Background: an optimization exercise with open tools, aiming at a short achievable clock period and few clock cycles. Do not read the settings as production practice.
RTL that was checked went through simulation tests only; none was proved equivalent to the original.
Function not checked in runs 3 and 4: the RTL went through the layout flow alone.
In every run shown here, the design's own scripts or RTL, not TritonCTS, make the clock network.
No driver is modelled on the clock port, so clock power and skew are understated where the tree is cut down; a real chip needs a root buffer or a tree.
Power and IR drop assume default switching activity.

$ cat flow/design.v
`timescale 1ns / 1ps
module nextpc (
    input logic reset,
    input logic cap,
    input logic [15:0] inst,
    input logic [4:0] pc,
    input logic halted,
    input logic bp_cur,
    input logic replay,   
    input logic [4:0] d_pc,   
    input logic d_v,   
    input logic d_br,   
    input logic d_halt,   
    input logic ex_br,   
    input logic ex_halt,   
    output logic pred,
    output logic take,
    output logic [4:0] pc_f,
    output logic halted_d   
);
  logic is_br;
  logic [4:0] tgt, pc_seq;
  assign is_br = (inst[15:13] == 3'b101);
  assign tgt = inst[12:8];
  assign pc_seq = halted ? 5'd0 : pc + 5'd1;
  assign pred = bp_cur;
  assign take = is_br && pred && !halted && !replay;
  always_comb
    if (reset) pc_f = cap ? (is_br ? tgt : 5'd1) : 5'd0;
    else if (replay) pc_f = d_pc;
    else if (take) pc_f = tgt;
    else pc_f = pc_seq;
  logic is_halt, halt_now;
  assign is_halt = (inst[15:13] == 3'b111);
  assign halt_now = (is_halt && !(d_v && (d_br || d_halt)) && !ex_br) ||
                    (d_v && d_halt && !ex_br) || ex_halt;
  assign halted_d = reset ? (cap && is_halt) : (halted || halt_now);
endmodule
`timescale 1ns / 1ps
module add8 (
    input  logic [7:0] a,
    input  logic [7:0] b,
    output logic [7:0] s
);
  logic [7:0] g0, p0, g1, p1, g2, p2, g3;
  assign g0 = a & b;
  assign p0 = a ^ b;
  always_comb begin
    g1[0] = g0[0];
    p1[0] = p0[0];
    for (int i = 1; i < 8; i++) begin
      g1[i] = g0[i] | (p0[i] & g0[i-1]);
      p1[i] = p0[i] & p0[i-1];
    end
    for (int i = 0; i < 2; i++) begin
      g2[i] = g1[i];
      p2[i] = p1[i];
    end
    for (int i = 2; i < 8; i++) begin
      g2[i] = g1[i] | (p1[i] & g1[i-2]);
      p2[i] = p1[i] & p1[i-2];
    end
    for (int i = 0; i < 4; i++) g3[i] = g2[i];
    for (int i = 4; i < 8; i++) g3[i] = g2[i] | (p2[i] & g2[i-4]);
  end
  assign s = p0 ^ {g3[6:0], 1'b0};
endmodule
`timescale 1ns / 1ps
module brres (
    input  logic [7:0] ne,
    input  logic br,
    input  logic pred,
    input  logic reset,
    output logic taken,
    output logic mispredict
);
  assign taken = (ne == 8'd0);
  assign mispredict = !reset && br && (pred ? !taken : taken);
endmodule
`timescale 1ns / 1ps
module mux2 #(
    parameter int WIDTH = 8
) (
    input logic [WIDTH - 1:0] d0,
    input logic [WIDTH - 1:0] d1,
    input logic s,
    output logic [WIDTH - 1:0] y
);
  assign y = s ? d1 : d0;
endmodule
module fwd8 (
    input  logic [7:0] d0,
    input  logic [7:0] d1,
    input  logic s,
    output logic [7:0] y
);
  assign y = d0 | (d1 & {8{s}});
endmodule
module ao21 (
    input  logic a,
    input  logic b,
    input  logic c,
    output logic y
);
  assign y = a | (b & c);
endmodule
`timescale 1ns / 1ps
module bpsel (
    input logic [31:0] bp,
    input logic [4:0] a,
    output logic y
);
  logic [31:0] oh;
  always_comb
    for (int j = 0; j < 32; j++) oh[j] = (a == 5'(j));
  assign y = (oh & bp) != 32'd0;
endmodule
`timescale 1ns / 1ps
module fctl (
    input logic [15:0] inst,
    input logic reset,   
    input logic d_v,
    input logic d_wr,
    input logic d_add,
    input logic d_st,
    input logic [3:0] d_dst,
    input logic [3:0] d_sta,
    input logic ex_wr,
    input logic [3:0] ex_dst,
    output logic is_st,
    output logic is_ld,
    output logic is_add,
    output logic is_br,
    output logic is_halt,
    output logic f_wr,
    output logic [3:0] dst,
    output logic [3:0] sta,
    output logic [15:0] ra_oh,
    output logic [15:0] rb_oh,
    output logic ra_r,
    output logic rb_r,
    output logic st_r,
    output logic ra_s,
    output logic ra_l,
    output logic ra_w,
    output logic rb_s,
    output logic rb_l,
    output logic rb_w,
    output logic st_s,
    output logic st_l,
    output logic st_w,
    output logic st_k,
    output logic fwm,
    output logic rep   
);
  logic [2:0] op;
  logic imm;
  logic [3:0] rd, ra, rb;
  assign op = inst[15:13];
  assign imm = inst[12];
  assign rd = inst[11:8];
  assign ra = inst[7:4];
  assign rb = inst[3:0];
  assign is_st = (op == 3'b000);
  assign is_ld = (op == 3'b001);
  assign is_add = (op == 3'b010);
  assign is_br = (op == 3'b101);
  assign is_halt = (op == 3'b111);
  assign f_wr = is_ld || is_add;
  assign dst = (is_ld && !imm) ? ra : rd;
  assign sta = imm ? rd : ra;
  always_comb
    for (int j = 0; j < 16; j++) begin
      ra_oh[j] = (ra == 4'(j));
      rb_oh[j] = (rb == 4'(j));
    end
  logic ea, eb, wa, wb, live;
  assign live = !reset;
  assign ea = live && d_v && d_wr && (d_dst == ra);
  assign eb = live && d_v && d_wr && (d_dst == rb);
  assign wa = live && ex_wr && (ex_dst == ra);
  assign wb = live && ex_wr && (ex_dst == rb);
  assign ra_r = !ea && !wa;
  assign rb_r = !eb && !wb;
  assign st_r = !imm && !eb && !wb;
  assign ra_s = ea && d_add;
  assign ra_l = ea && !d_add;
  assign ra_w = !ea && wa;
  assign rb_s = eb && d_add;
  assign rb_l = eb && !d_add;
  assign rb_w = !eb && wb;
  assign st_s = !imm && eb && d_add;
  assign st_l = !imm && eb && !d_add;
  assign st_w = !imm && !eb && wb;
  assign st_k = imm;
  assign fwm = live && d_v && d_st && (d_sta == rb);
  assign rep = is_br && (ra_s || rb_s);
endmodule
`timescale 1ns / 1ps
`timescale 1ns / 1ps
`timescale 1ns / 1ps
`timescale 1ns / 1ps
`timescale 1ns / 1ps
module top (
    input logic clk,
    input logic reset,
    output logic [4:0] curr_inst_addr,
    input logic [15:0] curr_inst,
    output logic write_enable_dmem,
    output logic [3:0] write_addr_dmem,
    output logic [7:0] write_data_dmem,
    output logic halted
);
  logic [7:0] rf[16];
  logic [7:0] dm[16];
  logic [4:0] pc;
  logic [4:0] pc_o;   
  logic halted_r;
  logic [31:0] bp_t;
  logic bp_cur;   
  logic d_v, d_st, d_add, d_br, d_halt, d_wr, d_imm, d_pred;
  logic [7:0] d_k8;
  logic [3:0] d_dst, d_sta;
  logic [15:0] d_rb;
  logic d_dm_r, d_dm_s;   
  logic d_rep;   
  logic [4:0] d_pc1, d_tgt, d_pc;
  logic [15:0] d_ra;
  logic d_ra_r, d_rb_r, d_st_r;
  logic d_ra_s, d_ra_l, d_ra_w;
  logic d_rb_s, d_rb_l, d_rb_w;
  logic d_st_s, d_st_l, d_st_w, d_st_k;
  logic ex_wr, ex_add, ex_br, ex_halt, ex_pred, ex_bpa;
  logic [3:0] ex_dst;
  logic [15:0] ex_we;   
  logic [7:0] ex_a, ex_b, ex_l;
  logic [7:0] ex_ne;   
  logic [4:0] ex_alt;   
  logic [31:0] ex_bpc;   
  logic bu_v, bu_t;
  logic [31:0] bu_a;
  logic w_v;
  logic [15:0] w_we;
  logic [7:0] w_d;
  logic st_v;
  logic [3:0] st_a;
  logic [7:0] st_d;
  logic [15:0] st_we;   
  assign curr_inst_addr = pc_o;
  assign write_enable_dmem = st_v;
  assign write_addr_dmem = st_a;
  assign write_data_dmem = st_d;
  assign halted = halted_r;
  logic [7:0] sum, res;
  logic taken;
  add8 add (
      .a(ex_a),
      .b(ex_b),
      .s(sum)
  );
  mux2 #(8) res_mux (
      .d0(ex_l),
      .d1(sum),
      .s (ex_add),
      .y (res)
  );
  logic mispredict;
  brres cmp (
      .ne(ex_ne),
      .br(ex_br),
      .pred(ex_pred),
      .reset(reset),
      .taken(taken),
      .mispredict(mispredict)
  );
  logic [7:0] rfa, rfb, a_e, b_e, s_e, a_n, b_n, s_n, dmb;
  always_comb begin
    rfa = 8'd0;
    rfb = 8'd0;
    dmb = 8'd0;
    for (int j = 0; j < 16; j++) begin
      rfa = rfa | (rf[j] & {8{d_ra[j]}});
      rfb = rfb | (rf[j] & {8{d_rb[j]}});
      dmb = dmb | (dm[j] & {8{d_rb[j]}});
    end
    a_e = (ex_l & {8{d_ra_l}}) | (w_d & {8{d_ra_w}}) | (rfa & {8{d_ra_r}});
    b_e = (ex_l & {8{d_rb_l}}) | (w_d & {8{d_rb_w}}) | (rfb & {8{d_rb_r}});
    s_e = (ex_l & {8{d_st_l}}) | (w_d & {8{d_st_w}}) | (rfb & {8{d_st_r}}) | (d_k8 & {8{d_st_k}});
  end
  fwd8 a_mux (
      .d0(a_e),
      .d1(sum),
      .s (d_ra_s),
      .y (a_n)
  );
  fwd8 b_mux (
      .d0(b_e),
      .d1(sum),
      .s (d_rb_s),
      .y (b_n)
  );
  fwd8 s_mux (
      .d0(s_e),
      .d1(sum),
      .s (d_st_s),
      .y (s_n)
  );
  logic [7:0] l_n;
  assign l_n = (dmb & {8{d_dm_r}}) | (st_d & {8{d_dm_s}}) | (d_k8 & {8{d_imm}});
  logic is_st, is_ld, is_add, is_br, is_halt, f_wr;
  logic [3:0] dst, sta;
  logic [15:0] ra_oh, rb_oh;
  logic ra_r, rb_r, st_r;
  logic ra_s, ra_l, ra_w, rb_s, rb_l, rb_w, st_s, st_l, st_w, st_k, fwm, rep;
  fctl fc (
      .inst(curr_inst),
      .reset(reset),
      .d_v(d_v),
      .d_wr(d_wr),
      .d_add(d_add),
      .d_st(d_st),
      .d_dst(d_dst),
      .d_sta(d_sta),
      .ex_wr(ex_wr),
      .ex_dst(ex_dst),
      .is_st(is_st),
      .is_ld(is_ld),
      .is_add(is_add),
      .is_br(is_br),
      .is_halt(is_halt),
      .f_wr(f_wr),
      .dst(dst),
      .sta(sta),
      .ra_oh(ra_oh),
      .rb_oh(rb_oh),
      .ra_r(ra_r),
      .rb_r(rb_r),
      .st_r(st_r),
      .ra_s(ra_s),
      .ra_l(ra_l),
      .ra_w(ra_w),
      .rb_s(rb_s),
      .rb_l(rb_l),
      .rb_w(rb_w),
      .st_s(st_s),
      .st_l(st_l),
      .st_w(st_w),
      .st_k(st_k),
      .fwm(fwm),
      .rep(rep)
  );
  logic r0cap;
  logic cap;
  assign cap = !r0cap && (pc == 5'd0);
  logic bp_seq;
  bpsel bps (
      .bp({bp_t[0], bp_t[31:1]}),
      .a (pc),
      .y (bp_seq)
  );
  logic replay;
  assign replay = d_v && d_rep;
  logic pred, take, bp_d, halted_d;
  logic [4:0] pc_f, pc_d;
  nextpc npc (
      .reset(reset),
      .cap(cap),
      .inst(curr_inst),
      .pc(pc),
      .halted(halted_r),
      .bp_cur(bp_cur),
      .replay(replay),
      .d_pc(d_pc),
      .d_v(d_v),
      .d_br(d_br),
      .d_halt(d_halt),
      .ex_br(ex_br),
      .ex_halt(ex_halt),
      .pred(pred),
      .take(take),
      .pc_f(pc_f),
      .halted_d(halted_d)
  );
  mux2 #(5) pc_mux (
      .d0(pc_f),
      .d1(ex_alt),
      .s (mispredict),
      .y (pc_d)
  );
  logic [4:0] pc_od;
  mux2 #(5) pc_mux_o (
      .d0(pc_f),
      .d1(ex_alt),
      .s (mispredict),
      .y (pc_od)
  );
  logic seq_ok;
  assign seq_ok = !mispredict && !take && !reset && !replay;
  ao21 bp_ao (
      .a((mispredict && ex_bpa) || (replay && !reset && d_pred)),
      .b(seq_ok),
      .c(bp_seq),
      .y(bp_d)
  );
  logic f_ok, d_ok;
  assign f_ok = !halted_r && !(d_v && d_halt) && !ex_halt && !mispredict && !replay;
  assign d_ok = d_v && !mispredict && !replay;
  logic [4:0] pc1;
  assign pc1 = pc + 5'd1;
  always_ff @(posedge clk) begin
    pc <= pc_d;
    pc_o <= pc_od;
    bp_cur <= bp_d;
    halted_r <= halted_d;
    if (reset) begin
      r0cap <= cap;
      d_v <= cap;
      ex_wr <= 1'b0;
      ex_br <= 1'b0;
      ex_halt <= 1'b0;
      bu_v <= 1'b0;
      w_v <= 1'b0;
      st_v <= 1'b0;
      bp_t <= '1;
    end else begin
      r0cap <= 1'b0;
      d_v <= f_ok;
      ex_wr <= d_ok && d_wr;
      ex_br <= d_ok && d_br;
      ex_halt <= d_ok && d_halt;
      w_v <= ex_wr;
      st_v <= d_ok && d_st;
      bu_v <= ex_br;
      for (int j = 0; j < 32; j++) if (bu_v && bu_a[j]) bp_t[j] <= bu_t;
    end
  end
  always_ff @(posedge clk) begin
    d_st <= is_st;
    d_add <= is_add;
    d_br <= is_br;
    d_halt <= is_halt;
    d_wr <= f_wr;
    d_imm <= curr_inst[12];
    d_k8 <= curr_inst[7:0];
    d_dst <= dst;
    d_sta <= sta;
    d_rb <= rb_oh;
    d_pred <= pred || reset;
    d_pc1 <= pc1;
    d_tgt <= curr_inst[12:8];
    d_pc <= pc;
    d_ra <= ra_oh;
    d_ra_r <= ra_r;
    d_rb_r <= rb_r;
    d_st_r <= st_r;
    {d_ra_s, d_ra_l, d_ra_w} <= {ra_s, ra_l, ra_w};
    {d_rb_s, d_rb_l, d_rb_w} <= {rb_s, rb_l, rb_w};
    {d_st_s, d_st_l, d_st_w, d_st_k} <= {st_s, st_l, st_w, st_k};
    d_dm_r <= !fwm && !curr_inst[12];
    d_dm_s <= fwm && !curr_inst[12];
    d_rep <= rep && !reset;
  end
  always_ff @(posedge clk) begin
    ex_add <= d_add;
    ex_dst <= d_dst;
    ex_we <= 16'd1 << d_dst;
    ex_a <= a_n;
    ex_b <= b_n;
    ex_ne <= a_e ^ b_e;
    ex_l <= l_n;
    ex_pred <= d_pred;
    ex_alt <= d_pred ? d_pc1 : d_tgt;
    ex_bpa <= d_pred ? bp_t[d_pc1] : bp_t[d_tgt];
    ex_bpc <= 32'd1 << d_pc;
    st_a <= d_sta;
    st_we <= 16'd1 << d_sta;
    st_d <= s_n;
  end
  always_ff @(posedge clk) begin
    bu_t <= taken;
    bu_a <= ex_bpc;
    w_we <= ex_we;
    w_d <= res;
  end
  always_ff @(posedge clk)
    for (int i = 0; i < 16; i++)
      if (reset) rf[i] <= 8'd0;
      else if (w_v && w_we[i]) rf[i] <= w_d;
  always_ff @(posedge clk)
    for (int i = 0; i < 16; i++)
      if (reset) dm[i] <= 8'd0;
      else if (st_v && st_we[i]) dm[i] <= st_d;
endmodule
$ cat flow/flow/run.sh
#!/bin/bash
# Own flow: the standard layout (standard.sh) with two changes:
#  - the clock tree is built by flow/pre_cts.tcl (a two-level balanced tree,
#    see flow/mycts.tcl) instead of TritonCTS;
#  - the cells in flow/dont_use.txt are kept out of synthesis and timing
#    repair: the platform's own DONT_USE_CELLS list, plus full and half adders,
#    slow 3- and 4-input OR/NOR and AOI/OAI cells, 4-input muxes and delay
#    cells, so that abc and the resizer build the logic from faster cells.
# Every tool's output goes to the ORFS logs under orfs/logs and to standard.log.
set -euo pipefail
export PRE_CTS_TCL="$PWD/flow/pre_cts.tcl"
du="$(tr '\n' ' ' < flow/dont_use.txt)"
sed "s|\"\${@:-finish}\"|DONT_USE_CELLS=\"$du\" \"\${@:-finish}\"|" standard.sh > standard_du.sh
bash standard_du.sh ${FLOW_STANDARD_TARGETS:-} > standard.log 2>&1
$ cat flow/flow/dont_use.txt
sky130_fd_sc_hd__probe_p_8
sky130_fd_sc_hd__probec_p_8
sky130_fd_sc_hd__lpflow_bleeder_1
sky130_fd_sc_hd__lpflow_clkbufkapwr_1
sky130_fd_sc_hd__lpflow_clkbufkapwr_16
sky130_fd_sc_hd__lpflow_clkbufkapwr_2
sky130_fd_sc_hd__lpflow_clkbufkapwr_4
sky130_fd_sc_hd__lpflow_clkbufkapwr_8
sky130_fd_sc_hd__lpflow_clkinvkapwr_1
sky130_fd_sc_hd__lpflow_clkinvkapwr_16
sky130_fd_sc_hd__lpflow_clkinvkapwr_2
sky130_fd_sc_hd__lpflow_clkinvkapwr_4
sky130_fd_sc_hd__lpflow_clkinvkapwr_8
sky130_fd_sc_hd__lpflow_decapkapwr_12
sky130_fd_sc_hd__lpflow_decapkapwr_3
sky130_fd_sc_hd__lpflow_decapkapwr_4
sky130_fd_sc_hd__lpflow_decapkapwr_6
sky130_fd_sc_hd__lpflow_decapkapwr_8
sky130_fd_sc_hd__lpflow_inputiso0n_1
sky130_fd_sc_hd__lpflow_inputiso0p_1
sky130_fd_sc_hd__lpflow_inputiso1n_1
sky130_fd_sc_hd__lpflow_inputiso1p_1
sky130_fd_sc_hd__lpflow_inputisolatch_1
sky130_fd_sc_hd__lpflow_isobufsrc_1
sky130_fd_sc_hd__lpflow_isobufsrc_16
sky130_fd_sc_hd__lpflow_isobufsrc_2
sky130_fd_sc_hd__lpflow_isobufsrc_4
sky130_fd_sc_hd__lpflow_isobufsrc_8
sky130_fd_sc_hd__lpflow_isobufsrckapwr_16
sky130_fd_sc_hd__lpflow_lsbuf_lh_hl_isowell_tap_1
sky130_fd_sc_hd__lpflow_lsbuf_lh_hl_isowell_tap_2
sky130_fd_sc_hd__lpflow_lsbuf_lh_hl_isowell_tap_4
sky130_fd_sc_hd__lpflow_lsbuf_lh_isowell_4
sky130_fd_sc_hd__lpflow_lsbuf_lh_isowell_tap_1
sky130_fd_sc_hd__lpflow_lsbuf_lh_isowell_tap_2
sky130_fd_sc_hd__lpflow_lsbuf_lh_isowell_tap_4
sky130_fd_sc_hd__fill_1
sky130_fd_sc_hd__fill_2
sky130_fd_sc_hd__fill_4
sky130_fd_sc_hd__fill_8
sky130_fd_sc_hd__fa_1
sky130_fd_sc_hd__fa_2
sky130_fd_sc_hd__fa_4
sky130_fd_sc_hd__ha_1
sky130_fd_sc_hd__ha_2
sky130_fd_sc_hd__ha_4
sky130_fd_sc_hd__a2111o_1
sky130_fd_sc_hd__a2111o_2
sky130_fd_sc_hd__a2111o_4
sky130_fd_sc_hd__a2111oi_0
sky130_fd_sc_hd__a2111oi_1
sky130_fd_sc_hd__a2111oi_2
sky130_fd_sc_hd__a2111oi_4
sky130_fd_sc_hd__a311o_1
sky130_fd_sc_hd__a311o_2
sky130_fd_sc_hd__a311o_4
sky130_fd_sc_hd__a311oi_1
sky130_fd_sc_hd__a311oi_2
sky130_fd_sc_hd__a311oi_4
sky130_fd_sc_hd__clkdlybuf4s15_1
sky130_fd_sc_hd__clkdlybuf4s15_2
sky130_fd_sc_hd__clkdlybuf4s18_1
sky130_fd_sc_hd__clkdlybuf4s18_2
sky130_fd_sc_hd__clkdlybuf4s25_1
sky130_fd_sc_hd__clkdlybuf4s25_2
sky130_fd_sc_hd__clkdlybuf4s50_1
sky130_fd_sc_hd__clkdlybuf4s50_2
sky130_fd_sc_hd__dlygate4sd1_1
sky130_fd_sc_hd__dlygate4sd2_1
sky130_fd_sc_hd__dlygate4sd3_1
sky130_fd_sc_hd__dlymetal6s2s_1
sky130_fd_sc_hd__dlymetal6s4s_1
sky130_fd_sc_hd__dlymetal6s6s_1
sky130_fd_sc_hd__nor3_1
sky130_fd_sc_hd__nor3_2
sky130_fd_sc_hd__nor3_4
sky130_fd_sc_hd__nor3b_1
sky130_fd_sc_hd__nor3b_2
sky130_fd_sc_hd__nor3b_4
sky130_fd_sc_hd__nor4_1
sky130_fd_sc_hd__nor4_2
sky130_fd_sc_hd__nor4_4
sky130_fd_sc_hd__nor4b_1
sky130_fd_sc_hd__nor4b_2
sky130_fd_sc_hd__nor4b_4
sky130_fd_sc_hd__nor4bb_1
sky130_fd_sc_hd__nor4bb_2
sky130_fd_sc_hd__nor4bb_4
sky130_fd_sc_hd__o2111a_1
sky130_fd_sc_hd__o2111a_2
sky130_fd_sc_hd__o2111a_4
sky130_fd_sc_hd__o2111ai_1
sky130_fd_sc_hd__o2111ai_2
sky130_fd_sc_hd__o2111ai_4
sky130_fd_sc_hd__o311a_1
sky130_fd_sc_hd__o311a_2
sky130_fd_sc_hd__o311a_4
sky130_fd_sc_hd__o311ai_0
sky130_fd_sc_hd__o311ai_1
sky130_fd_sc_hd__o311ai_2
sky130_fd_sc_hd__o311ai_4
sky130_fd_sc_hd__or3_1
sky130_fd_sc_hd__or3_2
sky130_fd_sc_hd__or3_4
sky130_fd_sc_hd__or3b_1
sky130_fd_sc_hd__or3b_2
sky130_fd_sc_hd__or3b_4
sky130_fd_sc_hd__or4_1
sky130_fd_sc_hd__or4_2
sky130_fd_sc_hd__or4_4
sky130_fd_sc_hd__or4b_1
sky130_fd_sc_hd__or4b_2
sky130_fd_sc_hd__or4b_4
sky130_fd_sc_hd__or4bb_1
sky130_fd_sc_hd__or4bb_2
sky130_fd_sc_hd__or4bb_4
sky130_fd_sc_hd__mux4_1
sky130_fd_sc_hd__mux4_2
sky130_fd_sc_hd__mux4_4
$ cat flow/flow/mycts.tcl
# Manual two-level clock tree: R root buffers driven by the clock port, each driving
# some of K leaf buffers; each leaf buffer drives a cluster of flip-flops (capacitated k-means).
proc mycts_kmeans {xs ys K cap} {
  set n [llength $xs]
  set cx {}; set cy {}
  set idx [lsort -real -indices $xs]
  for {set k 0} {$k < $K} {incr k} {
    set i [lindex $idx [expr {int(($k + 0.5) * $n / $K)}]]
    lappend cx [lindex $xs $i]; lappend cy [lindex $ys $i]
  }
  for {set iter 0} {$iter < 40} {incr iter} {
    set cnt [lrepeat $K 0]
    set asg [lrepeat $n -1]
    set pairs {}
    for {set i 0} {$i < $n} {incr i} {
      set x [lindex $xs $i]; set y [lindex $ys $i]
      for {set k 0} {$k < $K} {incr k} {
        set dx [expr {$x-[lindex $cx $k]}]; set dy [expr {$y-[lindex $cy $k]}]
        lappend pairs [list [expr {$dx*$dx+$dy*$dy}] $i $k]
      }
    }
    set pairs [lsort -real -index 0 $pairs]
    set left $n
    foreach p $pairs {
      lassign $p d i k
      if {[lindex $asg $i] >= 0} continue
      if {[lindex $cnt $k] >= $cap} continue
      lset asg $i $k
      lset cnt $k [expr {[lindex $cnt $k]+1}]
      incr left -1
      if {$left == 0} break
    }
    set sx [lrepeat $K 0.0]; set sy [lrepeat $K 0.0]
    for {set i 0} {$i < $n} {incr i} {
      set k [lindex $asg $i]
      lset sx $k [expr {[lindex $sx $k] + [lindex $xs $i]}]
      lset sy $k [expr {[lindex $sy $k] + [lindex $ys $i]}]
    }
    for {set k 0} {$k < $K} {incr k} {
      set c [lindex $cnt $k]
      if {$c > 0} {
        lset cx $k [expr {[lindex $sx $k] / $c}]
        lset cy $k [expr {[lindex $sy $k] / $c}]
      }
    }
  }
  return [list $asg $cx $cy $cnt]
}

proc mycts_build {K R leafm rootm} {
  set db [ord::get_db]
  set block [ord::get_db_block]
  set clknet [$block findNet clk]
  set sinks [$clknet getITerms]
  set n [llength $sinks]
  set xs {}; set ys {}
  foreach it $sinks {
    set bb [[$it getInst] getBBox]
    lappend xs [expr {([$bb xMin]+[$bb xMax])/2.0}]
    lappend ys [expr {([$bb yMin]+[$bb yMax])/2.0}]
  }
  lassign [mycts_kmeans $xs $ys $K [expr {int(ceil(1.1 * $n / $K))}]] asg cx cy cnt
  lassign [mycts_kmeans $cx $cy $R [expr {int(ceil(1.0 * $K / $R))}]] rasg rx ry rcnt
  puts "MYCTS sinks $n leaves $K roots $R leafcounts $cnt rootcounts $rcnt"
  set lm [$db findMaster $leafm]
  set rm [$db findMaster $rootm]
  set rnets {}
  for {set r 0} {$r < $R} {incr r} {
    set b [odb::dbInst_create $block $rm "clkroot_$r"]
    $b setLocation [expr {int([lindex $rx $r])}] [expr {int([lindex $ry $r])}]
    $b setPlacementStatus PLACED
    [$b findITerm A] connect $clknet
    set rn [odb::dbNet_create $block "clkroot_net_$r"]
    $rn setSigType CLOCK
    [$b findITerm X] connect $rn
    lappend rnets $rn
  }
  set lnets {}
  for {set k 0} {$k < $K} {incr k} {
    set b [odb::dbInst_create $block $lm "clkleaf_$k"]
    $b setLocation [expr {int([lindex $cx $k])}] [expr {int([lindex $cy $k])}]
    $b setPlacementStatus PLACED
    [$b findITerm A] connect [lindex $rnets [lindex $rasg $k]]
    set ln [odb::dbNet_create $block "clkleaf_net_$k"]
    $ln setSigType CLOCK
    [$b findITerm X] connect $ln
    lappend lnets $ln
  }
  for {set i 0} {$i < $n} {incr i} {
    set it [lindex $sinks $i]
    $it disconnect
    $it connect [lindex $lnets [lindex $asg $i]]
  }
  $clknet setSigType CLOCK
}
$ cat flow/flow/pre_cts.tcl
# PRE_CTS_TCL hook: replace TritonCTS with a two-level balanced clock tree
# (4 root buffers on the clock port, each driving about 6 leaf buffers, each
# leaf buffer driving a cluster of about 21 flip-flops; see mycts.tcl).
source [file join [file dirname [info script]] mycts.tcl]
rename clock_tree_synthesis orig_clock_tree_synthesis
proc clock_tree_synthesis {args} {
  mycts_build 24 4 sky130_fd_sc_hd__clkbuf_16 sky130_fd_sc_hd__clkbuf_16
}
$ cat flow/standard.sh
#!/bin/bash
# synth_recipe.tcl (not shown) runs the flow's synth.tcl, then flattens the netlist and writes it again
# the make line also repeats each setting of config.mk as NAME=value (left out here)
make -C /OpenROAD-flow-scripts/flow DESIGN_CONFIG=/design/flow/config.mk WORK_HOME=/design/flow/orfs CLKGATE_MAP_FILE= SYNTH_SCRIPT=/design/flow/synth_recipe.tcl "${@:-finish}"
$ cat flow/config.mk
export PLATFORM = sky130hd
export DESIGN_NAME = top
export DESIGN_NICKNAME = top
export VERILOG_FILES = /design/flow/design.v
export SDC_FILE = /design/flow/constraint.sdc
export NUM_CORES = 8
export LEC_CHECK = 0
export CAP_MARGIN = 20
export CORE_MARGIN = 2
export CORE_UTILIZATION = 40
export SETUP_SLACK_MARGIN = 3.3
export SLEW_MARGIN = 20
export SYNTH_HIERARCHICAL = 1
export SYNTH_MINIMUM_KEEP_SIZE = 0
$ cat flow/constraint.sdc
create_clock -name core_clock -period 4.2 [get_ports {clk}]
set_input_delay 0.8400 -clock core_clock [delete_from_list [all_inputs] [get_ports {clk}]]
set_output_delay 0.8400 -clock core_clock [all_outputs]
set_load 0.01 [all_outputs]
==> results of run 1 <==
[worst max path at each step]
stage / cells after the start / start / end
2_1_floorplan: 6 / reset / ex_halt
3_3_place_gp: 7 / reset / ex_wr
3_5_place_dp: 5 / curr_inst[1] / d_st_w
4_1_cts: 6 / curr_inst[14] / pc_o[3]
5_1_grt: 7 / d_pred / ex_bpa
6_report: 7 / d_pred / ex_bpa
[area by class of cell]
class | instances | area (sq um)
buffer | 28 | 700.7
fill | 4546 | 23760
inverter | 14 | 68.82
multi-input combinational | 1731 | 13130
sequential | 570 | 11700
tap | 704 | 880.8
timing repair buffer | 365 | 4502
timing repair inverter | 2 | 32.53
[timing repair]
| action | in CTS | in global routing |
|---|---|---|
| gates cloned | 45 | 5 |
| pin swaps | 119 | 127 |
| resized for setup | 643 | 404 |
| setup endpoints to repair | 528 | 489 |
| setup buffers | 124 | 118 |
[per-module statistics from Yosys (local to each module, per instance), a selection]
module,cell area (sq um),flops+latches
fwd8,71.32,0
add8,364.1,0
fctl,783.3,0
nextpc,262.8,0
bpsel,430.4,0
ao21,7.507,0
top,19700,570
brres,52.55,0
[power by group]
part           internal [mW]  switching, mW  total, mW  leakage [nW]
registers               5.62          0.376       6.00          4.68
logic                  0.958          0.976       1.93          5.63
clock network           1.21           1.65       2.86         0.345
total                   7.79           3.00       10.8          10.7
[cell families (layout without fill, tap and decap cells)]
family / after synthesis / after routing / synth area share [%]
xor gates and xnor gates: 51 / 51 / 2.127
muxes: 54 / 54 / 2.830
and+or+nand+nor: 1023 / 1023 / 21.25
buffers and inverters: 238 / 409 / 4.702
DFF: 570 / 570 / 51.72
AOI/OAI and AO/OA: 603 / 603 / 17.37
[placed cells by master, fill, tap and decap left out, types with 34 or more instances in the layout]
cell and n:
dfxtp_1 465, nand2_1 350, nand3_1 288, a21oi_2 245, a22oi_2 150, buf_6 109
buf_1 70, a22oi_1 69, nor2_1 69, dfxtp_4 64, nand4_1 61, nor2_2 47
buf_16 46, dfxtp_2 41, buf_2 38, buf_12 36, clkbuf_16 34
[worst max-delay path: stages (launching register included)]
cell and delay, ns:
dfxtp_4 0.39, mux2i_4 0.25, buf_12 0.16, buf_6 0.11, mux2i_1 0.06, a222oi_1 0.45, nand4_1 0.17, nand4_1 0.16
[stage by stage]
step	instances	hold slack [ns]	util, %	cell area (sq um)	power (mW)
global placement	3094	0.3100	44.37	24300	7.066
detailed placement	3094	0.3121	44.37	24300	7.077
CTS	3291	0.3120	52.84	28940	9.722
finish	3414	0.3311	56.62	31010	10.79
global route	3414	0.3368	56.62	31010	11.12
floorplan	2539	0.3096	-	25240	6.854
[layer usage]
layer / share of wire (%) / routed length (um)
met5: 0 / 0
met4: 5.1 / 4877
met2: 45 / 42320
met1: 41 / 38890
met3: 9.2 / 8760
[state kept, by name (all words and copies together) (netlist names), 16 cells and up]
name and cells:
dm 128, rf 128, bp_t 32, bu_a 32, ex_bpc 32, d_ra 16, d_rb 16, ex_we 16
st_we 16, w_we 16
==> reports/summary.md, run 1 <==
The flow ran to the end and the layout has no timing, DRC or antenna violations. Setup slack closes at 2.375 ns. Global routing used 49.34% of the available met2 tracks.

At the end of routability-driven placement, the weighted congestion stood at 1.058. Data on the critical path arrives at its endpoint at 2.09 ns. The number of iterations in the first detailed-routing pass was 7.

The tools report the number of remaining DRC errors as 0. In this run the critical register-to-register path is launched from d_pred. Entering global routing, the biggest net connects 65 pins.

The worst register-to-register path ends at ex_bpa. The tool flagged a number of max-cap violations equal to 0. Final critical-path share of the clock period: 43.45%. Setup repair after global routing could not meet its margin everywhere. The area growth from synthesis to layout is 40.58%. For the starting utilization of the core area, the log shows 40.28%. The number of DRC violations after detailed-routing iteration 0 is 2312, and the proportion of layout cells with a drive suffix above 1 is 42.58%.

At the pin with the least slew margin, the transition time is 0.7316 ns. For the number of global-route vias before repair, the log shows 19796. Data on the critical path is required at its endpoint by 4.46 ns.

Global routing consumed, over all layers together, 31.30% of the routing resources. The most common cell in the synthesized netlist is dfxtp_1. After clock tree synthesis, the flow added hold-fix buffers numbering 0. Yosys mapped a number of flops with a built-in enable equal to 0. For this run, the number of Yosys warnings is 13. The number of endpoints failing setup at the final stage was 0. The detail-routed via count per cell is 6.204, and the number of standard cells after synthesis is 2539. Prior to clock tree synthesis, the placed netlist has a worst setup slack of 1.797 ns. For this run, global-route usage on met3 was measured as 5.254%. The logs give 2557 for the synthesized net count and 0 for the count of antenna diodes in the layout. Counting flops with an async set or reset pin after synthesis yields a share of 0%.

Dividing the detail-routed wire length by the instance count gives 27.78 um. The tools report the half-perimeter wire length of the detailed placement result as 56750 um. Detailed routing inserted a total of 21180 vias. The overall die area was 0.05705 sq mm. Summed over all layers, the global routing overflow is 0. The run gives 63 as the unique cell type count in the Yosys netlist. The logs give 0.05477 sq mm for the core area and 10.66 nW for the leakage power. The worst min-delay path category was flip-flop to flip-flop. Across all register-to-register paths, the minimum setup slack is 2.38 ns.

By area the synthesized netlist is led by dfxtp_1 52%, nand3_1 7.5%, a22oi_1 7.4%. For hold timing, the worst endpoint is bu_a[18]. The top-area cell type share of the netlist area works out to 51.72%.

After synthesis, the mean cell area works out to 8.689 sq um. The launching element type of the critical path was a flip-flop. In this run the remaining antenna-violating nets after routing total 0. The met1 routing resource usage after global routing came out at 42.71%.

For the finished layout, the period the worst path requires is 1.825 ns. IR analysis of the VDD net gives a maximum drop of 0.3606 mV. The clock arrives with 0.04179 ns of skew. The upper clock frequency limit is 548.0 MHz. Port buffering added 36 buffers. Of all cell types, the one taking the most synthesized area is dfxtp_1. Areal power density over the cells: 348.0 mW/mm^2. The post-layout net count was 2730. The clock reaches the later pin of the worst-skew pair after 0.38 ns.

Hold path startpoint: ex_bpc[18]. The run gives 94850 um as the wire length reported by the detailed router. The global routing's busiest layer was met2.

The number of cells on the worst reg-to-reg path is 7. The die boundary width is 238.8 um. Among all flip-flop cells after synthesis, the most frequent one is dfxtp_1.

The number of storage elements in the synthesis netlist works out to 570. For the post-synthesis sequential area ratio, the log shows 51.72%. The highest fanout seen on the critical path was 11.

The logs give 0.02206 sq mm for the total standard cell area after synthesis and 51.23% for the worst relative slew slack. The run gives 0 as the number of max-slew violations in the final report. The floorplan has 86 rows.

Counting instances, the worst hold path has a depth of 0. Clock-pin slew was measured on the worst setup and hold paths at 0.08 ns. The tools report the wire length of the first global-routing pass as 133100 um. Ranked by instance count, the synthesized netlist is headed by 570 x dfxtp_1, 401 x nand2_1, 330 x nand3_1. The final hold violation count was 0; the top-level port count was 37.

Measured along the y axis, the die boundary spans 238.8 um. The tools report the category of the worst setup path capture point as a flip-flop. For the initial antenna violation count, the log shows 1.

The worst setup path is of the flip-flop to flip-flop kind. The tools report the sum of negative setup slack as 0 ns.
Testbench counts, summed over its fixed seeds: cycles 24,759.
==> inputs of run 2 (changes only) <==
--- a/flow/flow/pre_cts.tcl
+++ b/flow/flow/pre_cts.tcl
@@ -6,3 +6,3 @@
 proc clock_tree_synthesis {args} {
-  mycts_build 24 4 sky130_fd_sc_hd__clkbuf_16 sky130_fd_sc_hd__clkbuf_16
+  mycts_build 28 4 sky130_fd_sc_hd__clkbuf_16 sky130_fd_sc_hd__clkbuf_16
 }
--- a/flow/config.mk
+++ b/flow/config.mk
@@ -10,3 +10,3 @@
 export CORE_UTILIZATION = 40
-export SETUP_SLACK_MARGIN = 3.3
+export SETUP_SLACK_MARGIN = 3.0
 export SLEW_MARGIN = 20
==> reports/summary.md, run 2 <==
By area the synthesized netlist is led by dfxtp_1 52%, nand3_1 7.5%, a22oi_1 7.4%. Leaving out fill and tap cells, the most frequent cell in the layout is dfxtp_1. Headroom to the max-slew limit came out at 51.89%. The tools report the capture point of the critical path as pc[1]. In the routed layout, each cell is associated on average with a via count of 6.196. The synthesized design contains 570 register bits. The non-filler instance count after layout was 3387; the data required time of the critical path was 4.45 ns. The initial antenna violation count was 0. In this run, placement finished with an instance count of 3086. For this design, the CTS-stage hold fixing added 0 buffers. After synthesis the cells add up to 0.02206 sq mm. Setup repair after global routing could not meet its margin everywhere. Once detail routing completed, the nets flagged for antenna violations numbered 0. IR analysis of the VDD net gives a maximum drop of 0.3469 mV. The number of maximum-capacitance constraint violations was 0.

The Yosys step of the flow raised 13 warnings. In this run the critical register-to-register path is launched from ex_ne[6]. Counting instances in the post-synthesis netlist gives the leading cell types as 570 x dfxtp_1, 401 x nand2_1, 330 x nand3_1. Static timing analysis puts the maximum clock frequency at 565.3 MHz. The height of the die came out at 238.8 um. Dividing the final minimum period by the clock period gives 42.12%.

The wire length reported by the detailed router was 90650 um; the post-layout net count was 2703. The floorplan step defined a core boundary enclosing 0.05477 sq mm. Counting flops with a built-in enable in the synthesized netlist gives 0. The first global-routing pass estimated 129400 um of wire. The tools report the endpoint of the lowest-slack register-to-register path as pc[1]. For the pin with the worst max-slew slack, the measured transition is 0.7194 ns. The dominant synthesized flop cell is dfxtp_1.

The run gives 0.9684 as the last weighted congestion value of the routability-driven placer. The number of max-slew violations in the final report was 0; the number of inserted filler cells in the final layout was 4668. From synthesis to final layout, the design area changed by 35.55%. In this run, the number of DRC markers left after iteration 0 of detailed routing was 2644. The maximum number of pins on one net before global-route repair was 65; the post-layout minimum cycle time was 1.769 ns. Before CTS, the worst setup slack after placement is 1.627 ns. The synthesized net count is 2557.

After technology mapping, the gate count stands at 2539. The unique cell type count in the Yosys netlist was 63. The hold path startpoint is ex_we[6]. After detailed routing, the average wire length per cell comes to 26.76 um. The async set-reset flop share out of synthesis is 0%, and the starting utilization of the core area is 40.28%.

Each instance of the synthesized netlist takes up on average 8.689 sq um. In the final layout, the share of cells above drive strength 1 is 36.68%. In this run the core area contains 86 standard-cell rows.

The clock latency at the later pin of the worst-skew pair was 0.40 ns; the top-area cell type share of the netlist area was 51.72%. Tightest hold margin: 0.2944 ns. The category of the worst setup path capture point was a flip-flop.

For the overall die area, the log shows 0.05705 sq mm. In this run the power density over the cells is 356.5 mW/mm^2. The flow ran to the end and the layout has no timing, DRC or antenna violations.

The die is 238.8 um wide. The count of port buffers added during placement is 36, and the post-synthesis sequential area ratio is 51.72%. The top cell types in the final layout, fill and taps aside, are 470 x dfxtp_1, 367 x nand2_1, 296 x nand3_1. The worst setup path is launched from a flip-flop. The setup slack of the critical path after layout was 2.431 ns; the clock-pin slew on the worst setup and hold paths was 0.09 ns. In the post-synthesis netlist, the cell with the most instances is dfxtp_1. The largest total area in the synthesized netlist belongs to dfxtp_1.

The highest fanout seen on the critical path was 7. The worst min-delay path category is flip-flop to flip-flop. The worst register-to-register path has a depth of 5. The largest registers in the layout are dm: 128 flops, rf: 128 flops.

For the final routed database, the setup TNS stands at 0 ns. Counting instances, the worst hold path has a depth of 0. The tools report the worst clock skew on the final layout as 0.05159 ns. For the number of endpoints failing setup at the final stage, the log shows 0. The repair_antennas step left the layout with diodes totalling 0. For this block, the via count after detailed routing is 20987. The run gives 30.03% as the overall track demand over capacity in global routing. The worst-case register-to-register setup slack is 2.43 ns. The logs give 2.02 ns for the arrival time at the worst endpoint and 7 for the number of iterations in the first detailed-routing pass. The final hold violation count came out at 0. The run gives 19556 as the number of global-route vias before repair. The most critical setup path has its startpoint at ex_ne[6]. In this run the static leakage power is 10.48 nW.

For this design the top-level I/O count stands at 37. The run gives 0 as the overall overflow remaining after global route. The number of remaining DRC errors was 0.

The classification of the worst setup path is flip-flop to flip-flop. The half-perimeter wire length of the detailed placement result was 54110 um.
-- run 2: cell counts after synthesis --
Identical to the previous run, type by type.
-- run 2: modules after synthesis, one instance, submodules excluded, excerpt --
module | area, sq um | copies in the design
top | 19700 | 1
fctl | 783.3 | 1
bpsel | 430.4 | 1
add8 | 364.1 | 1
nextpc | 262.8 | 1
fwd8 | 71.32 | 3
brres | 52.55 | 1
ao21 | 7.507 | 1
-- run 2: worst min path at each step --
| stage | endpoint | slack [ns] |
|---|---|---|
| floorplan | bu_a[0] | 0.31 |
| global placement | bu_a[5] | 0.31 |
| detailed placement | bu_a[28] | 0.31 |
| CTS | bu_a[28] | 0.31 |
| global route | w_we[6] | 0.32 |
| finish | w_we[6] | 0.29 |
-- run 2: cell type report --
type / instances / area [sq um] / share of cell area, %
Buffer: 32 / 800.8 / 2.678
Sequential cell: 570 / 11670 / 39.04
Tap cell: 704 / 880.8 / 2.946
Timing Repair Buffer: 334 / 4189 / 14.01
Inverter: 14 / 65.06 / 0.2176
Multi-Input combinational cell: 1731 / 12260 / 40.99
Timing Repair inverter: 2 / 36.28 / 0.1213
-- run 2: stage by stage --
stage | instance area (sq um) | total power [mW] | util, %
global placement | 23760 | 7.032 | 43.38
finish | 29900 | 10.66 | 54.60
global route | 29900 | 10.96 | 54.60
CTS | 28700 | 9.848 | 52.41
floorplan | 24570 | 6.816 | -
detailed placement | 23760 | 7.048 | 43.38
-- run 2: report_power, final --
group          internal [mW]  switching, mW  total [mW]
registers               5.61          0.353        5.97
logic                  0.781          0.849        1.63
clock network           1.37           1.70        3.06
-- run 2: critical path, cell delays in order, from the launching register on --
cell     delay, ns
dfxtp_2       0.32
nor2_2        0.10
and4_4        0.33
mux2i_4       0.33
buf_6         0.18
mux2_2        0.34
-- run 2: logic make-up after synthesis --
kind of cell	share of synthesized area, %
xor+xnor	2.127
buf+inv	4.702
compound gates	17.37
mux	2.830
flops	51.72
simple gates	21.25
-- run 2: routing by layer --
| layer | track usage [%] | vias to the layer above | wire (um) |
|---|---|---|---|
| met2 | 46.86 | 1206 | 40110 |
| li1 | - | 9231 | - |
| met1 | 41.48 | 10287 | 37330 |
| met5 | 0 | - | 0 |
| met3 | 5.312 | 263 | 9029 |
| met4 | 11.25 | 0 | 4176 |
-- run 2: timing repair --
| item | in CTS | in global routing |
|---|---|---|
| buffers inserted | 160 | 59 |
| resized for setup | 683 | 243 |
| setup endpoints to repair | 455 | 396 |
| gates cloned | 44 | 6 |
| pin swaps | 142 | 98 |
==> inputs of run 3 (changes only) <==
--- a/flow/design.v
+++ b/flow/design.v
@@ -232,3 +232,3 @@
   logic d_st_s, d_st_l, d_st_w, d_st_k;
-  logic ex_wr, ex_add, ex_br, ex_halt, ex_pred, ex_bpa;
+  logic ex_wr, ex_add, ex_br, ex_halt, ex_pred;
   logic [3:0] ex_dst;
@@ -399,3 +399,3 @@
   ao21 bp_ao (
-      .a((mispredict && ex_bpa) || (replay && !reset && d_pred)),
+      .a(mispredict || (replay && !reset && d_pred)),
       .b(seq_ok),
@@ -472,3 +472,2 @@
     ex_alt <= d_pred ? d_pc1 : d_tgt;
-    ex_bpa <= d_pred ? bp_t[d_pc1] : bp_t[d_tgt];
     ex_bpc <= 32'd1 << d_pc;
--- a/flow/flow/pre_cts.tcl
+++ b/flow/flow/pre_cts.tcl
@@ -6,3 +6,3 @@
 proc clock_tree_synthesis {args} {
-  mycts_build 28 4 sky130_fd_sc_hd__clkbuf_16 sky130_fd_sc_hd__clkbuf_16
+  mycts_build 24 4 sky130_fd_sc_hd__clkbuf_16 sky130_fd_sc_hd__clkbuf_16
 }
==> reports/summary.md, run 3 <==
The flow ran to the end and the layout has no timing, DRC or antenna violations. Hold is met by 0.3295 ns. In the routed design, unresolved DRC markers number 0. The critical path goes through buf_6. For this run, the number of Yosys warnings is 13. The tools report the top-level port count as 37. The setup slack of the critical path after layout was 2.441 ns.

The highest fanout seen on the critical path came out at 2. Setup repair after global routing could not meet its margin everywhere. The cell family contributing the most delay on the critical path is flip-flops.

The average wire per standard cell was 26.15 um. After layout, the worst path uses 41.87% of the clock period. The first global-routing pass estimated 123800 um of wire. Counting every instance in the synthesized netlist gives 2495.

For this block, the initial DRC count from the detailed router was 2134. The run gives 0 as the number of max-slew violations in the final report. Clock skew on the completed layout was measured at 0.04059 ns. Wire length reported by the detailed router: 87200 um.

The count of port buffers added during placement was 36; the number of hold buffers added after cts was 0. Once the floorplan was initialized, standard cells occupied 40.66% of the core. The die is 238.3 um tall.

Commonest non-fill, non-tap cell in the layout: dfxtp_1. The largest stage delay on the critical path works out to 0.43 ns. Summing all multi-input logic gate instances after layout gives 0.01225 sq mm.

By count the netlist is led by 569 x dfxtp_1, 394 x nand2_1, 330 x nand3_1. Data on the critical path arrives at its endpoint at 0.92 ns. Among all stages on the critical path, the largest delay is contributed by dfxtp_4. In this run, synthesis produced a sequential element count of 569. The initial antenna violation count was 2; the number of nets with antenna violations after detailed routing was 0. The clock-pin slew on the worst setup and hold paths was 0.10 ns.

The top-area cell type share of the netlist area is 51.86%, and the post-route standard cell area excluding fillers is 0.02966 sq mm. The critical path is of the flip-flop to output port type. The last weighted congestion value of the routability-driven placer is 0.9464. In the synthesized netlist the dominant register cell turns out to be dfxtp_1. Of the cells placed in the final design, the portion with a size suffix greater than 1 is 38.36%. For the sum of negative setup slack, the log shows 0 ns. The area growth from synthesis to layout is 35.03%. The routed layout has 20609 vias. Worst-margin pin slew: 0.7451 ns.

The total overflow left after global routing is 0. Post-layout minimum cycle time: 1.759 ns. The first detailed-routing pass took 9 iterations. STA classifies the critical path startpoint as a flip-flop. The floorplan row count came out at 85. The async set-reset flop share out of synthesis works out to 0%. In the final layout, flip-flops and latches occupy 0.01160 sq mm.

The number of inserted filler cells in the final layout was 4605; the maximum number of pins on one net before global-route repair was 73. The mapped netlist covers 0.02196 sq mm. Leakage power: 10.21 nW. The core area came out at 0.05403 sq mm. From left edge to right edge, the die measures 238.3 um. The worst hold path belongs to the class flip-flop to flip-flop. Instance area after placement: 0.02336 sq mm. The non-filler instance count after layout is 3335.

VDD sags by at most 0.5165 mV. The most numerous cell in the Yosys netlist was dfxtp_1. In the final design database the tool counted 2658 nets.

Measured against its own limit, the worst slew margin works out to 50.26%. For the worst-skew pair, the clock arrives at the later sink with an insertion delay of 0.39 ns. STA classifies the critical path endpoint as an output port.

In this run, placement finished with an instance count of 3027. Based on the critical path, the design can be clocked at up to 568.6 MHz. In the global route stage, overall resource usage came out at 28.57%. The library cells used most frequently in the layout, excluding fill and tap cells, are 486 x dfxtp_1, 354 x nand2_1, 291 x nand3_1.

The detail-routed via count per cell is 6.180. The combined buffer and inverter count along the critical path is 1. For the final hold violation count, the log shows 0. The logs give 50640 um for the half-perimeter wire length of the detailed placement result and 1.370 ns for the minimum setup slack after placement. Power spread over the standard cell area amounts to 348.6 mW/mm^2. The post-synthesis area per instance is 8.804 sq um, and the post-synthesis sequential area ratio is 51.86%. Synthesis instantiated 65 different standard cells from the library.

The die covers 0.05680 sq mm. The number of global-route vias before repair is 19168, and the number of maximum-capacitance constraint violations is 0. The number of endpoints failing setup at the final stage was 0; the data required time of the critical path was 3.36 ns.

In the post-synthesis netlist, the biggest area contributors are dfxtp_1 52%, nand3_1 7.5%, a22oi_1 7.5%. The largest registers in the layout are dm: 128 flops, rf: 128 flops. Library cell occupying the most area in the post-synthesis netlist: dfxtp_1. The synthesized design contains 0 enable-type register cells. The synthesized net count came out at 2513.
-- run 3: where the power goes --
group          internal, mW  switching (mW)
clock                  1.21            1.68
combinational         0.724           0.794
sequential             5.60           0.329
-- run 3: final timing paths --
check            from            endpoint  slack, ns  depth (start not counted)
min reg2reg  ex_we[8]             w_we[8]       0.33                          0
min          ex_we[8]             w_we[8]       0.33                          0
max reg2reg     pc[2]               pc[3]       2.51                          6
max           st_d[0]  write_data_dmem[0]       2.44                          1
-- run 3: area by class of cell --
class / instances / area share [%]
multi-input cells: 1694 / 41.32
flip-flops and latches: 569 / 39.12
repair buffers: 336 / 13.98
well taps: 696 / 2.936
plain buffers: 28 / 2.362
inverters: 9 / 0.1561
repair inverters: 2 / 0.1223
diodes: 1 / 0.008437
-- run 3: layer usage --
| metal | vias to the layer above | global-route usage (%) | part of all wire, % |
|---|---|---|---|
| met5 | - | 0 | 0.015 |
| met4 | 2 | 12.42 | 5.6 |
| met3 | 289 | 5.229 | 9.5 |
| met2 | 1166 | 45.24 | 45 |
| met1 | 10109 | 38.16 | 40 |
| li1 | 9043 | - | - |
-- run 3: repair_timing --
item,CTS,global route
resized for setup,610,349
cloned,42,7
pin swaps,127,88
buffers inserted,145,85
setup endpoints to repair,458,404
-- run 3: per-module statistics from Yosys, one instance, submodules excluded, a selection --
module / cell area [sq um] / cells / times used / flops+latches
top: 19610 / 2166 / 1 / 569
fctl: 783.3 / 127 / 1 / 0
bpsel: 430.4 / 59 / 1 / 0
add8: 364.1 / 50 / 1 / 0
nextpc: 262.8 / 37 / 1 / 0
fwd8: 71.32 / 9 / 3 / 0
brres: 52.55 / 9 / 1 / 0
ao21: 7.507 / 1 / 1 / 0
-- run 3: through the flow --
step | utilization (%) | total power [mW]
3_5_place_dp | 43.24 | 6.903
4_1_cts | 51.60 | 9.449
6_report | 54.90 | 10.34
3_3_place_gp | 43.24 | 6.893
5_1_grt | 54.89 | 10.63
2_1_floorplan | - | 6.682
-- run 3: logic make-up (layout without fill, tap and decap cells) --
group / count (synthesis) / count (layout) / share of synthesized area [%]
compound gates: 594 / 594 / 17.13
flops: 569 / 569 / 51.86
other cells: 0 / 1 / 0
simple gates: 1009 / 1009 / 21.05
buf+inv: 232 / 375 / 5.651
xor+xnor: 51 / 51 / 2.136
mux: 40 / 40 / 2.176
==> inputs of run 4 (changes only) <==
--- a/flow/flow/pre_cts.tcl
+++ b/flow/flow/pre_cts.tcl
@@ -6,3 +6,3 @@
 proc clock_tree_synthesis {args} {
-  mycts_build 24 4 sky130_fd_sc_hd__clkbuf_16 sky130_fd_sc_hd__clkbuf_16
+  mycts_build 22 4 sky130_fd_sc_hd__clkbuf_16 sky130_fd_sc_hd__clkbuf_16
 }
==> reports/summary.md, run 4 <==
Sorting the synthesized cells by how often they occur yields 569 x dfxtp_1, 394 x nand2_1, 330 x nand3_1. Routability-driven placement finished with a final weighted congestion of 0.9464. Final hold violation count: 0. The areal power density over the cells is 342.7 mW/mm^2. The largest registers in the layout are dm: 128 flops, rf: 128 flops. The run gives 50640 um as the half-perimeter wire length of the detailed placement result.

The number of hold buffers added after cts was 0. The number of global-route vias before repair came out at 18993. The initial antenna violation count came out at 2. By startpoint and endpoint, the worst setup path is classified as flip-flop to output port. The worst register-to-register path has a depth of 5. Across all layers, the routed design uses 20623 vias. The category of the worst setup path capture point was an output port. After routing, the total negative slack on setup checks comes to 0 ns. The later pin in the worst-skew pair is clocked with a latency of 0.39 ns. The synthesized design devotes to its leading area cell type 51.86% of total area. The cell family contributing the most delay on the critical path was flip-flops. Standard cell with the maximum stage delay on the critical path: dfxtp_4. The share of the Yosys chip area taken by registers is 51.86%. STA puts the critical path data arrival time at 0.91 ns. The clock-pin slew on the worst setup and hold paths is 0.10 ns. The hold path startpoint was ex_bpc[15]. On the final layout, the worst hold slack is 0.3138 ns. In this run the cell area measured after placement is 0.02336 sq mm. The logs give 28.47% for the overall track demand over capacity in global routing and 2646 for the post-layout net count. Detail-routed via count per cell: 6.204.

The final critical-path share of the clock period came out at 41.74%. In this run the static leakage power is 10.20 nW. The utilization of the core after routing was 55.79%.

Setup violations remaining at the end of the flow were counted as 0. For this run, asynchronously set or reset flops after synthesis account for 0%. In this run, synthesis produced a sequential element count of 569. Combined buffer and inverter count along the critical path: 1.

The finished cells cover 0.03014 sq mm. The initial utilization of the core area, before any placement, comes to 40.66%. The largest stage delay on the critical path is 0.43 ns, and the floorplan row count is 85. The highest fanout seen on the critical path is 2, and the total of warnings raised by yosys is 13. For the setup slack of the critical path after layout, the log shows 2.447 ns.

From bottom edge to top edge, the die measures 238.3 um. By instance count, the leading cell after synthesis is dfxtp_1. Headroom to the max-slew limit came out at 45.32%. For this block, the routed nets add up to 89380 um of wire. The tools report the worst hold path endpoint as bu_a[15]. In this run the remaining antenna-violating nets after routing total 0. The tools report the critical path startpoint as st_d[0]. From synthesis to final layout, the design area changed by 37.24%. The unique cell type count in the Yosys netlist was 65. The run finished with no timing, DRC or antenna violations. Synthesized net count: 2513.

The library cell used most frequently in the layout, excluding fill and tap cells, is dfxtp_1. The worst register-to-register path begins at d_rb[9]. Across the routed clock network, the largest skew measured is 0.08311 ns. The data required time of the critical path was 3.36 ns; the count of flip-flops with a built-in enable after synthesis was 0. Number of maximum-capacitance constraint violations: 0. In the layout the commonest cells are 480 x dfxtp_1, 367 x nand2_1, 264 x nand3_1.

The run gives 73 as the maximum number of pins on one net before global-route repair. The die is 238.3 um wide. For the number of standard cells after synthesis, the log shows 2495.

IR analysis of the VDD net gives a maximum drop of 0.4060 mV. Upper clock frequency limit: 570.4 MHz. The worst setup path is launched from a flip-flop. OpenSTA, run right after detailed placement, puts the worst setup slack at 1.370 ns.

After layout, the minimum clock period comes to 1.753 ns. In the routed design, unresolved DRC markers number 0. The worst register-to-register path has a setup slack of 2.45 ns.

The overall overflow remaining after global route is 0. The most used flip-flop cell after synthesis is dfxtp_1. The floorplan step defined a die boundary enclosing 0.05680 sq mm.

The number of DRC violations after detailed-routing iteration 0 is 2440, and the count of port buffers added during placement is 36. The signal on the critical path passes through buf_6. The tools report the endpoint of the lowest-slack register-to-register path as ex_l[1]. The biggest area contributor in the post-synthesis netlist is dfxtp_1. In the final layout, the share of cells above drive strength 1 is 39.07%. Number of max-slew violations in the final report: 0.

The total standard cell area after synthesis is 0.02196 sq mm, and the post-synthesis area per instance is 8.804 sq um. The first global-routing pass estimated 123400 um of wire. The worst hold path was traced through 0 stages. Sorting the synthesized cells by area gives the leading types as dfxtp_1 52%, nand3_1 7.5%, a22oi_1 7.5%. For the pin with the worst max-slew slack, the measured transition is 0.8191 ns. In the final routed layout, each cell accounts on average for 26.89 um. In this run the count of I/O pins placed on the die edge is 37.

Setup repair after global routing could not meet its margin everywhere. The path class of the tightest hold or removal check is flip-flop to flip-flop. For the number of iterations in the first detailed-routing pass, the log shows 6.

The run gives 0.05403 sq mm as the core area.
==> run 4: cell types whose count changed in the layout (fill, tap and decap cells not counted), sizes merged <==
cell / delta
buf: -14
clkbuf: +2
diode: +1
==> run 4: logic make-up after synthesis <==
logic type | Yosys count | synth area share (%)
AOI/OAI and AO/OA | 594 | 17.13
xor gates and xnor gates | 51 | 2.136
buffers and inverters | 232 | 5.651
DFF | 569 | 51.86
muxes | 40 | 2.176
and+or+nand+nor | 1009 | 21.05
==> run 4: worst max-delay path by stage <==
stage | slack [ns] | endpoint | cells after the start
after global routing | 2.39 | pc_o[2] | 6
after floorplan | 2.37 | ex_halt | 6
after global placement | 1.40 | halted_r | 3
after CTS | 2.16 | pc[1] | 6
final | 2.45 | write_data_dmem[0] | 1
after detailed placement | 1.37 | halted_r | 3
==> run 4: per-module statistics from Yosys, one instance, submodules excluded, excerpt <==
module  cells inside  flip-flops and latches  cell area [sq um]  times used
add8              50                       0              364.1           1
ao21               1                       0              7.507           1
bpsel             59                       0              430.4           1
brres              9                       0              52.55           1
fctl             127                       0              783.3           1
fwd8               9                       0              71.32           3
nextpc            37                       0              262.8           1
top             2166                     569              19610           1
==> run 4: what timing repair did <==
item / CTS / global route
gates resized for setup: 618 / 389
setup buffers: 119 / 88
cloned: 43 / 19
pin swaps: 148 / 120
setup endpoints to repair: 458 / 404
==> run 4: layout make-up <==
cell class                      instances  area, sq um
Antenna cell                            2        5.005
Buffer                                 26        650.6
Fill cell                            4508        23880
Inverter                                9        46.29
Multi-Input combinational cell       1694        12520
Sequential cell                       569        11620
Tap cell                              696        870.8
Timing Repair Buffer                  326         4397
Timing Repair inverter                  2        36.28
==> run 4: metrics by stage <==
| stage | power [mW] | std cells |
|---|---|---|
| floorplan | 6.682 | 2495 |
| global route | 10.61 | 3322 |
| finish | 10.33 | 3324 |
| detailed placement | 6.903 | 3027 |
| global placement | 6.893 | 3027 |
| CTS | 9.348 | 3215 |
==> run 4: routing by layer <==
| layer | track usage [%] | vias up | part of all wire (%) |
|---|---|---|---|
| met4 | 10.59 | 0 | 5.5 |
| li1 | - | 9026 | - |
| met1 | 39.11 | 10118 | 40 |
| met5 | 0 | - | 0 |
| met3 | 4.003 | 304 | 9.4 |
| met2 | 45.53 | 1175 | 45 |
==> run 4: power by group <==
group	leakage [nW]	switching, mW	total (mW)	internal, mW
Combinational	5.21	0.820	1.60	0.777
Sequential	4.66	0.346	5.95	5.61
Clock	0.320	1.66	2.78	1.13
==> inputs of run 5 (changes only) <==
--- a/flow/design.v
+++ b/flow/design.v
@@ -106,2 +106,11 @@
 endmodule
+module andn #(
+    parameter int WIDTH = 5
+) (
+    input  logic [WIDTH - 1:0] a,
+    input  logic b,
+    output logic [WIDTH - 1:0] y
+);
+  assign y = a & ~{WIDTH{b}};
+endmodule
 `timescale 1ns / 1ps
@@ -247,7 +256,9 @@
   logic [7:0] st_d;
+  logic st_v_o;   
+  logic [7:0] st_d_o;
   logic [15:0] st_we;   
   assign curr_inst_addr = pc_o;
-  assign write_enable_dmem = st_v;
+  assign write_enable_dmem = st_v_o;
   assign write_addr_dmem = st_a;
-  assign write_data_dmem = st_d;
+  assign write_data_dmem = st_d_o;
   assign halted = halted_r;
@@ -307,2 +318,9 @@
   );
+  logic [7:0] s_n_o;
+  fwd8 s_mux_o (
+      .d0(s_e),
+      .d1(sum),
+      .s (d_st_s),
+      .y (s_n_o)
+  );
   logic [7:0] l_n;
@@ -404,2 +422,8 @@
   );
+  logic st_v_od;
+  andn #(1) st_v_gate (
+      .a(!reset && d_v && d_st && !replay),
+      .b(mispredict),
+      .y(st_v_od)
+  );
   logic f_ok, d_ok;
@@ -411,2 +435,3 @@
     pc <= pc_d;
+    st_v_o <= st_v_od;
     pc_o <= pc_od;
@@ -476,2 +501,3 @@
     st_d <= s_n;
+    st_d_o <= s_n_o;
   end
--- a/flow/flow/pre_cts.tcl
+++ b/flow/flow/pre_cts.tcl
@@ -6,3 +6,3 @@
 proc clock_tree_synthesis {args} {
-  mycts_build 22 4 sky130_fd_sc_hd__clkbuf_16 sky130_fd_sc_hd__clkbuf_16
+  mycts_build 24 4 sky130_fd_sc_hd__clkbuf_16 sky130_fd_sc_hd__clkbuf_16
 }
==> reports/summary.md, run 5 <==
The largest stage delay on the critical path is 0.37 ns, and the wire length reported by the detailed router is 81640 um. The detail route stage leaves a number of antenna-violating nets equal to 0. The clock latency at the later pin of the worst-skew pair is 0.38 ns, and the overall power is 10.28 mW.

Floorplan row count: 86. The library cell used most frequently in the layout, excluding fill and tap cells, is dfxtp_1. The upper clock frequency limit was 579.8 MHz; the height of the die was 239.8 um. Across every metal layer, demand over resource in global routing totals 26.87%.

By count the netlist is led by 578 x dfxtp_1, 394 x nand2_1, 330 x nand3_1. Input and output buffers added on the ports amount to 36. The initial utilization of the core area, before any placement, comes to 40.45%. Sorting the synthesized cells by area gives the leading types as dfxtp_1 52%, nand3_1 7.4%, a22oi_1 7.4%. STA classifies the critical path startpoint as a flip-flop.

The proportion of layout cells with a drive suffix above 1 is 37.98%. The library cells used most frequently in the layout, excluding fill and tap cells, are 479 x dfxtp_1, 356 x nand2_1, 295 x nand3_1. The number of standard cells after synthesis came out at 2515. The setup check on the worst reg-to-reg path leaves a slack of 2.48 ns.

The areal power density over the cells came out at 350.5 mW/mm^2. The number of iterations in the first detailed-routing pass is 7, and the final hold violation count is 0. The signal on the critical path passes through buf_6 > a22oi_2 > nand4_1 > nor2_4 > o21ai_1 > a21o_1. The post-synthesis sequential area ratio is 52.02%, and the initial antenna violation count is 1. The unique cell type count in the Yosys netlist came out at 67.

The dominant synthesized flop cell was dfxtp_1. The highest fanout seen on the critical path is 4, and the maximum number of pins on one net before global-route repair is 65. Using the TritonRoute via totals, the vias-per-cell ratio works out to 5.966.

The final critical-path share of the clock period came out at 41.07%. After synthesis, the mean cell area works out to 8.844 sq um. Number of max-slew violations in the final report: 0. Number of global-route vias before repair: 19003. Setup violations remaining at the end of the flow were counted as 0.

The async set-reset flop share out of synthesis is 0%, and the worst relative slew slack is 56.91%. Worst clock skew on the final layout: 0.04021 ns. The count of antenna diodes in the layout was 0; the number of DRC violations after detailed-routing iteration 0 was 2174. The endpoint of the lowest-slack register-to-register path was st_d_o[6]. The worst min-delay path category is flip-flop to flip-flop. At the worst endpoint, the required time is 4.46 ns. Summed over all layers, the global routing overflow is 0. In the post-synthesis netlist, the cell with the most instances is dfxtp_1. The count of flip-flops with a built-in enable after synthesis was 0. The worst reg2reg path depth works out to 6. The die covers 0.05751 sq mm. The setup path with the least slack is of type flip-flop to flip-flop. The tools report the post-layout net count as 2637.

At the end of routability-driven placement, the weighted congestion stood at 0.9461. The top cell type by area accounts for 52.02% of the synthesized area. The category of the worst setup path capture point is a flip-flop.

The run finished with no timing, DRC or antenna violations. At the pin with the least slew margin, the transition time is 0.6463 ns. The logs give 0.02224 sq mm for the total standard cell area after synthesis and 0.4555 mV for the peak ir drop on the vdd network. Capture point of the critical path: st_d_o[6]. Clock-pin slew on the worst setup and hold paths: 0.11 ns. The run gives 4765 as the number of inserted filler cells in the final layout. The run gives 0 as the number of maximum-capacitance constraint violations. The library cell occupying the most area in the post-synthesis netlist is dfxtp_1.

For the worst setup path, the data arrival time is 1.99 ns. Via total after detailed routing: 20074. Summed over all failing endpoints, the final setup total negative slack is 0 ns.

Tracing the worst setup path back leads to its startpoint at d_rb[1]. The tools report the leakage power as 10.08 nW. The worst path needs 1.725 ns of the cycle, external delays included.

The largest registers in the layout are dm: 128 flops, rf: 128 flops. The first global-routing pass estimated 119300 um of wire. The tools report the synthesized net count as 2533. Setup repair after global routing could not meet its margin everywhere. Standard cell with the maximum stage delay on the critical path: dfxtp_4. Pin placement for this block handled 37 I/O pins. In this run the standard cell core region covers 0.05499 sq mm. The number of storage elements in the synthesis netlist came out at 578.

The logs give 13 for the total of warnings raised by yosys and 48770 um for the half-perimeter wire length of the detailed placement result. The startpoint of the lowest-slack register-to-register path is d_rb[1]. The number of remaining DRC errors is 0, and the growth of design area from synthesis to finish is 31.87%. After detailed routing, the average wire length per cell comes to 24.26 um.

In this run the horizontal extent of the chip is 239.8 um.
-- run 5: changes by cell type in the layout (fill, tap and decap cells not counted), moves of 11 or more --
cell,delta
nand3_4,-30
dfxtp_2,+16
nand2_2,+11
buf_8,-12
buf_6,+14
buf_16,-11
nand2_1,-11
nand3_1,+31
-- run 5: where the power goes --
group / internal (mW) / switching, mW / leakage, nW
combinational: 0.669 / 0.690 / 4.99
sequential: 5.70 / 0.348 / 4.74
clock: 1.21 / 1.67 / 0.345
-- run 5: worst min path at each step --
| stage | start | end | slack, ns | cells past startpoint |
|---|---|---|---|---|
| after floorplan | ex_bpc[0] | bu_a[0] | 0.31 | 0 |
| after global placement | ex_bpc[16] | bu_a[16] | 0.31 | 0 |
| after detailed placement | ex_we[11] | w_we[11] | 0.31 | 0 |
| after CTS | ex_we[11] | w_we[11] | 0.31 | 0 |
| after global routing | ex_bpc[13] | bu_a[13] | 0.31 | 0 |
| final | ex_bpc[6] | bu_a[6] | 0.30 | 0 |
-- run 5: repair_timing --
action                                  in CTS  in global routing
cloned                                      38                  3
pin swaps                                  143                 90
endpoints found under the setup margin     463                413
resized for setup                          590                245
setup buffers                              143                 63
hold buffers                                 0                  0
-- run 5: per-layer routing --
layer | vias up | wire, um | track usage, %
met5 | - | 0 | 0
met4 | 0 | 3113 | 8.545
met3 | 174 | 7523 | 4.207
met2 | 1003 | 36500 | 41.89
met1 | 9895 | 34500 | 38.03
li1 | 9002 | - | -
-- run 5: cell families (layout without fill, tap and decap cells) --
logic type	Yosys count	count (layout)	synth area share [%]
xor gates and xnor gates	51	51	2.110
DFF	578	578	52.02
muxes	40	40	2.149
AOI/OAI and AO/OA	602	602	17.19
and+or+nand+nor	1011	1011	20.89
buffers and inverters	233	335	5.642
-- run 5: final cells by class --
cell class	instances	area [sq um]	area share (%)
inverter	9	46.29	0.1578
timing repair buffer	298	3655	12.46
sequential	578	11800	40.21
tap	748	935.9	3.191
multi-input combinational	1704	12200	41.59
buffer	28	700.7	2.389
-- run 5: per-module statistics from Yosys, one instance, submodules excluded, a selection --
module  flops+latches  area [sq um]  copies in the design
fwd8                0         71.32                     4
nextpc              0         262.8                     1
brres               0         52.55                     1
top               578         19800                     1
add8                0         364.1                     1
bpsel               0         430.4                     1
ao21                0         7.507                     1
fctl                0         783.3                     1
-- run 5: metrics by stage --
step,hold WS (ns),instance area (sq um),utilization (%),instances,worst slack (ns)
final,0.3020,29330,53.34,3365,2.475
after global routing,0.3107,29330,53.34,3365,2.424
after CTS,0.3121,28100,51.11,3299,2.165
after detailed placement,0.3121,23670,43.06,3090,1.577
after global placement,0.3103,23670,43.06,3090,1.612
after floorplan,0.3096,24510,-,2515,2.304
-- run 5: critical path: cells and delay by family, from the launching register on --
kind / cells / cell delay, ns
flip-flops: 1 / 0.37
AND/OR/NAND/NOR: 2 / 0.53
AO/OA/AOI/OAI: 3 / 0.55
buffers and inverters: 1 / 0.14
Testbench counts of run 5, summed over its fixed seeds: cycles 24,759.

==> re-timing with driven ports <==
No port has a modelled driver above. Below, the same layouts with a new extraction and two added sets of constraints. Step 1 assumes that a clkbuf_16 drives the clock port and a buf_2 every other input. Step 2, shift: input delay + t, output delay - t, t = (earliest + latest rising clock arrival at the registers) / 2. This alone moves slack from input paths to output paths. Three values: ideal, step 1, step 2; two values: the first two.
run | t, ns | setup WS [ns] | worst data-port slew with drivers (ns)
run 1 | 0.496 | 2.375 / 2.353 / 2.052 | 0.16
run 2 | 0.495 | 2.431 / 2.319 / 1.824 | 0.40
run 3 | 0.489 | 2.441 / 2.316 / 1.967 | 0.31
run 4 | 0.470 | 2.447 / 2.327 / 1.953 | 0.34
run 5 | 0.487 | 2.475 / 2.378 / 1.961 | 0.26
After both steps setup and hold are still met in every run listed. The setup slack of run 2, which loses most, moves by -0.112 ns with the drivers and by -0.607 ns with both steps.
